From an optimization exercise on the open Yosys and OpenROAD flow, aimed at small area and a short achievable clock period; shortcuts taken in it are not production practice. Only simulation tests tie the RTL to the original design; equivalence was not proved.

**flow/run.sh**
```bash
#!/bin/bash
# synth_recipe.tcl (not shown) runs the flow's synth.tcl, then flattens the netlist and writes it again
# the make line also repeats each setting of config.mk as NAME=value (left out here)
make -C /OpenROAD-flow-scripts/flow DESIGN_CONFIG=/design/flow/config.mk WORK_HOME=/design/flow/orfs CLKGATE_MAP_FILE= SYNTH_SCRIPT=/design/flow/synth_recipe.tcl finish
```
**flow/config.mk**
```make
export PLATFORM = sky130hd
export DESIGN_NAME = mac_demo
export DESIGN_NICKNAME = mac_demo
export VERILOG_FILES = /design/flow/design.v
export SDC_FILE = /design/flow/constraint.sdc
export NUM_CORES = 4
export LEC_CHECK = 0
export CAP_MARGIN = 20
export CORE_MARGIN = 2
export CORE_UTILIZATION = 40
export SLEW_MARGIN = 20
```
**flow/constraint.sdc**
```tcl
create_clock -name core_clock -period 7.0 [get_ports {clk}]
set_input_delay 1.4000 -clock core_clock [delete_from_list [all_inputs] [get_ports {clk}]]
set_output_delay 1.4000 -clock core_clock [all_outputs]
set_load 0.01 [all_outputs]
```
**flow/design.v**
```verilog
module multiplier  #(parameter width = 16)
   ( input    signed  [width-1 : 0] multiplicand,
     input    signed  [width-1 : 0] multiplier,   
     output   signed  [2 * width - 1 : 0] product
   ) ;
   assign  product = multiplicand * multiplier ;
endmodule
module  adder  #(parameter width = 32)  
		( input   signed [width-1 : 0] a ,
		  input   signed [width-1 : 0] b , 
		  output  signed [width-1 : 0] sum
		) ;
    assign   sum = a + b ;
endmodule
module accumulator #(parameter width = 32) 
	(input    clk,
     	 input    ena,
         input    reset,
         input	  signed [width - 1 : 0] acc_in,
   	 output   reg signed [width - 1 : 0] acc_out
	) ;
   always @(posedge clk) begin
      if (reset)  acc_out <= 0 ;
      else if (ena) acc_out <= acc_in ;
   end
endmodule
module mac_demo(input    clk, 
           input    reset, 
           input    ena,
   	   input    signed [16-1 : 0] k,
           input    signed [16-1 : 0] x,   
           output   signed [2 * 16 - 1 : 0] acc_out
          ) ;
           wire     signed [2 * 16 - 1 : 0] p ;
           wire     signed [2 * 16 - 1 : 0] acc_in ;
   multiplier  #(.width(16)) mult_0(.multiplicand(k),
                                          .multiplier(x),
                       			  .product(p)
                			  ) ;
   adder     #(.width(2*16)) add_0(.a(p),
                			 .b(acc_out),
                			 .sum(acc_in)
               				) ;
   accumulator  #(.width(2*16))  acc_0(.clk(clk),
                   			     .reset(reset),
                   			     .ena(ena),
                   			     .acc_in(acc_in),
                   			     .acc_out(acc_out)
                   			) ;
endmodule
```
==> run summary <==
## cell families after synthesis
kind of cell	count (synthesis)
and+or+nand+nor	352
DFF	32
xor gates and xnor gates	32
buffers and inverters	383
AOI/OAI and AO/OA	107
adders and majority gates	390
muxes	9
## layout by cell type, fill, tap and decap left out, drive strengths merged, types with 9 or more instances in the layout
cell type,count
xor2,12
o21ai,18
nand2,145
a21oi,29
clkbuf,16
ha,98
xnor2,20
fa,292
and2,122
buf,185
dfxtp,32
a21o,9
inv,341
nor2,46
clkdlybuf4s50,35
## final timing paths
path	from	to	slack, ns	depth (start not counted)
hold reg to reg	acc_0.acc_out[27]$_SDFFE_PP0P_	acc_0.acc_out[27]$_SDFFE_PP0P_	0.51	2
hold / removal	acc_0.acc_out[27]$_SDFFE_PP0P_	acc_0.acc_out[27]$_SDFFE_PP0P_	0.51	2
setup / recovery	k[3]	acc_0.acc_out[28]$_SDFFE_PP0P_	0.16	21
setup reg to reg	acc_0.acc_out[15]$_SDFFE_PP0P_	acc_0.acc_out[28]$_SDFFE_PP0P_	1.81	18
## cell usage after synthesis, drive strengths merged (2+ instances only)
| cell | number | area, µm² |
|---|---|---|
| dfxtp | 32 | 641 |
| fa | 292 | 5850 |
| nor2b | 4 | 35.0 |
| clkbuf | 39 | 146 |
| o21a | 5 | 37.5 |
| a21o | 9 | 68.8 |
| mux2i | 8 | 80.1 |
| nor3 | 5 | 25.0 |
| nand2b | 5 | 31.3 |
| buf | 3 | 11.3 |
| a311oi | 2 | 17.5 |
| a211oi | 8 | 60.1 |
| o21ai | 18 | 90.1 |
| o21bai | 7 | 52.6 |
| nor4b | 2 | 17.5 |
| inv | 341 | 1280 |
| nor2 | 46 | 173 |
| nand4 | 4 | 25.0 |
| o22ai | 3 | 18.8 |
| a21oi | 29 | 153 |
| xnor2 | 20 | 175 |
| a31oi | 3 | 18.8 |
| xor2 | 12 | 105 |
| ha | 98 | 1230 |
| a2111oi | 2 | 42.5 |
| or3 | 3 | 23.8 |
| nand2 | 145 | 544 |
| nand3 | 8 | 40.0 |
| a21boi | 2 | 15.0 |
| o31ai | 5 | 51.3 |
| and2 | 122 | 763 |
| a221oi | 2 | 17.5 |
| o211ai | 3 | 27.5 |
| and3 | 2 | 12.5 |
## tightest hold or removal path, stage by stage, from the launching register on
cell,delay (ns)
dfxtp_1,0.32
nor2_1,0.09
a211oi_1,0.05
## metal layers
layer  vias up  wire length [µm]  part of all wire, %  global-route usage (%)
met5         -                18                0.060                       0
met4         4               529                  1.8                    3.72
met3        38              1140                  3.8                    2.16
met2       167             15800                   53                    36.9
met1      4647             12400                   41                    26.5
li1       4270                 -                    -                       -
## layout make-up
| class | count | area, µm² | share of cell area (%) |
|---|---|---|---|
| Tap cell | 390 | 488 | 3.30 |
| Inverter | 341 | 1280 | 8.65 |
| Timing Repair Buffer | 240 | 1980 | 13.4 |
| Antenna cell | 2 | 5.00 | 0.0338 |
| Clock inverter | 2 | 35.0 | 0.237 |
| Clock buffer | 6 | 129 | 0.871 |
| Sequential cell | 32 | 641 | 4.33 |
| Multi-Input combinational cell | 890 | 10200 | 69.2 |
## metrics by stage
| stage | area, µm² | utilization, % | std cells |
|---|---|---|---|
| after floorplan | 12000 | - | 1305 |
| after global placement | 14200 | 48.0 | 1869 |
| after detailed placement | 14200 | 48.0 | 1869 |
| after CTS | 14600 | 49.3 | 1898 |
| after global routing | 14800 | 49.9 | 1903 |
| final | 14800 | 49.9 | 1903 |
## repair_timing
action	in CTS	in global routing
pin swaps	34	55
gates resized for setup	106	74
setup endpoints to repair	13	12
hold endpoints to repair	0	0
setup buffers	21	7
cloned	0	1
==> qor.yml <==
synth:
  synthAdderAreaFrac_pct: 58.8
  synth_compound_area_share_pct: 6.43
  synth_simple_gate_area_share_pct: 14.5
  synth_xor_area_share_pct: 2.33
  synth_warnings: 1
  synth_top_family_by_area: "adder cells"
  synth_ff_type: "dfxtp_1"
  syn_inst: 1305
  synth_edf_count: 0
  synth_cell_types: 59
  synth-seq-area-share_pct: 5.32
  synth_nets: 1730
  synth_seq_cells: 32
  netlist_area_um2: 12000
  async_flop_share_pct: 0
  synth_mux_area_share_pct: 0.759
  syn-mean-instance-area_um2: 9.22
timing:
  final.setup.tns_ns: 0
  rsz0062_at_grt: "false"
  drv_slew: 0
  hold_viol: 0
  period_minus_slack_ns: 6.84
  setup_viol: 0
  max_slew_margin_pct: 51.2
  max_freq_ghz: 0.146
  min_period_over_period_pct: 97.8
  fin_worst_skew_ns: 0.00627
  worst_hold_slack_ns: 0.511
  setup_ws_ns: 0.156
  worst_pin_slew_ns: 0.731
setup_path:
  slowest_stage: "fa_1"
  critPathKind: "input pin to flip-flop"
  crit_required_ns: 7.15
  arrival_ns: 7.00
  worstPathCellList: "buf_2 -> buf_12 -> buf_4 -> and2_4 -> fa_1 -> fa_1 -> fa_1 -> fa_1 -> fa_1 -> inv_2 -> fa_1 -> inv_2 -> ha_4 -> o21a_4 -> a2111oi_4 -> o31ai_4 -> a311oi_4 -> o21ai_4 -> o31ai_4 -> xor2_1 -> o21ai_1"
  critPathCaptureType: "flip-flop"
  cp_num_buf_inv: 5
  critPathLaunchType: "input pin"
  path_delay_family: "adder cells"
  cp_max_fo: 7
  timing.critical_path.mode_cell: "fa_1"
  cpPeakStageDelay_ns: 0.57
place:
  place.gp.congestion: 0.838
  preCtsSetupSlack_ns: -0.736
  dp_hpwl_um: 26000
  portBuffers: 66
grt:
  gr-total-overflow: 0
  grt_max_degree: 35
  grt_pass1_vias: 9988
  antenna_found_initial: 4
  globalRouteTotalUtil_pct: 20.4
  grt_pass1_wl_um: 50100
drt:
  drc: 0
  wirelength_um: 30000
  drt-wirelength-per-cell_um: 15.7
  drtIter0Drc: 470
  viasPerCell: 4.80
  dr.pass1.iters: 4
  num_vias: 9126
  drtAntennaViolNets: 0
floorplan:
  rows: 63
  die_w_um: 177
  dieArea_um2: 31500
  pin_count: 67
  die_h_um: 177
  fp.coreArea_um2: 29600
  start_util_pct: 40.6
layout:
  top_register: "acc_0.acc_out"
  final_nets: 1935
  drive_above_1_share_pct: 18.1
  area_growth_pct: 22.9
  fill_cells: 2812
  largestRegisters: "acc_0.acc_out (32)"
  largest_register_ffs: 32
clock_network:
  clk_latency_ns: 0.28
  htree_num_levels: 2
  cts_tree: "done"
  cts.sinks: 32
  root_buffer: "clkbuf_16"
  clk_pin_slew_ns: 0.05
  cts_buffers: 5
  cts_buffer_depth: 2
  postCtsHoldBufs: 0
worst_hold_path:
  hp-class: "flip-flop to flip-flop"
run:
  cap_violations: 0
status:
  status: "finished clean"

separate check: timing with driven ports:
In the flow no input, the clock included, has a driving cell. The finished layout below was timed again as built, in two steps.
Step 1 (the two cells are an assumption about what drives the block):
set clk [get_ports {clk}]
set_driving_cell -lib_cell sky130_fd_sc_hd__clkbuf_16 $clk
set_driving_cell -lib_cell sky130_fd_sc_hd__buf_2 [delete_from_list [all_inputs] $clk]
Step 2 times the ports against the registers' clock, not the clock port: input delays grow and output delays shrink by t, the midpoint of the rising clock arrivals with the driver on.
a / b / c = ideal / step 1 / step 2; a / b = the first two.
t (ns): 0.311
setup slack, ns: 0.156 / 0.162 / -0.149
hold slack, ns: 0.511 / 0.511 / 0.511
worst setup path at the end: input to register
clock arrival spread, ns: 0.007 / 0.006
With both steps, setup timing fails in this run, where it was met with ideal ports. The setup slack of this run moves by +0.006 ns with the drivers and by -0.305 ns with both steps.
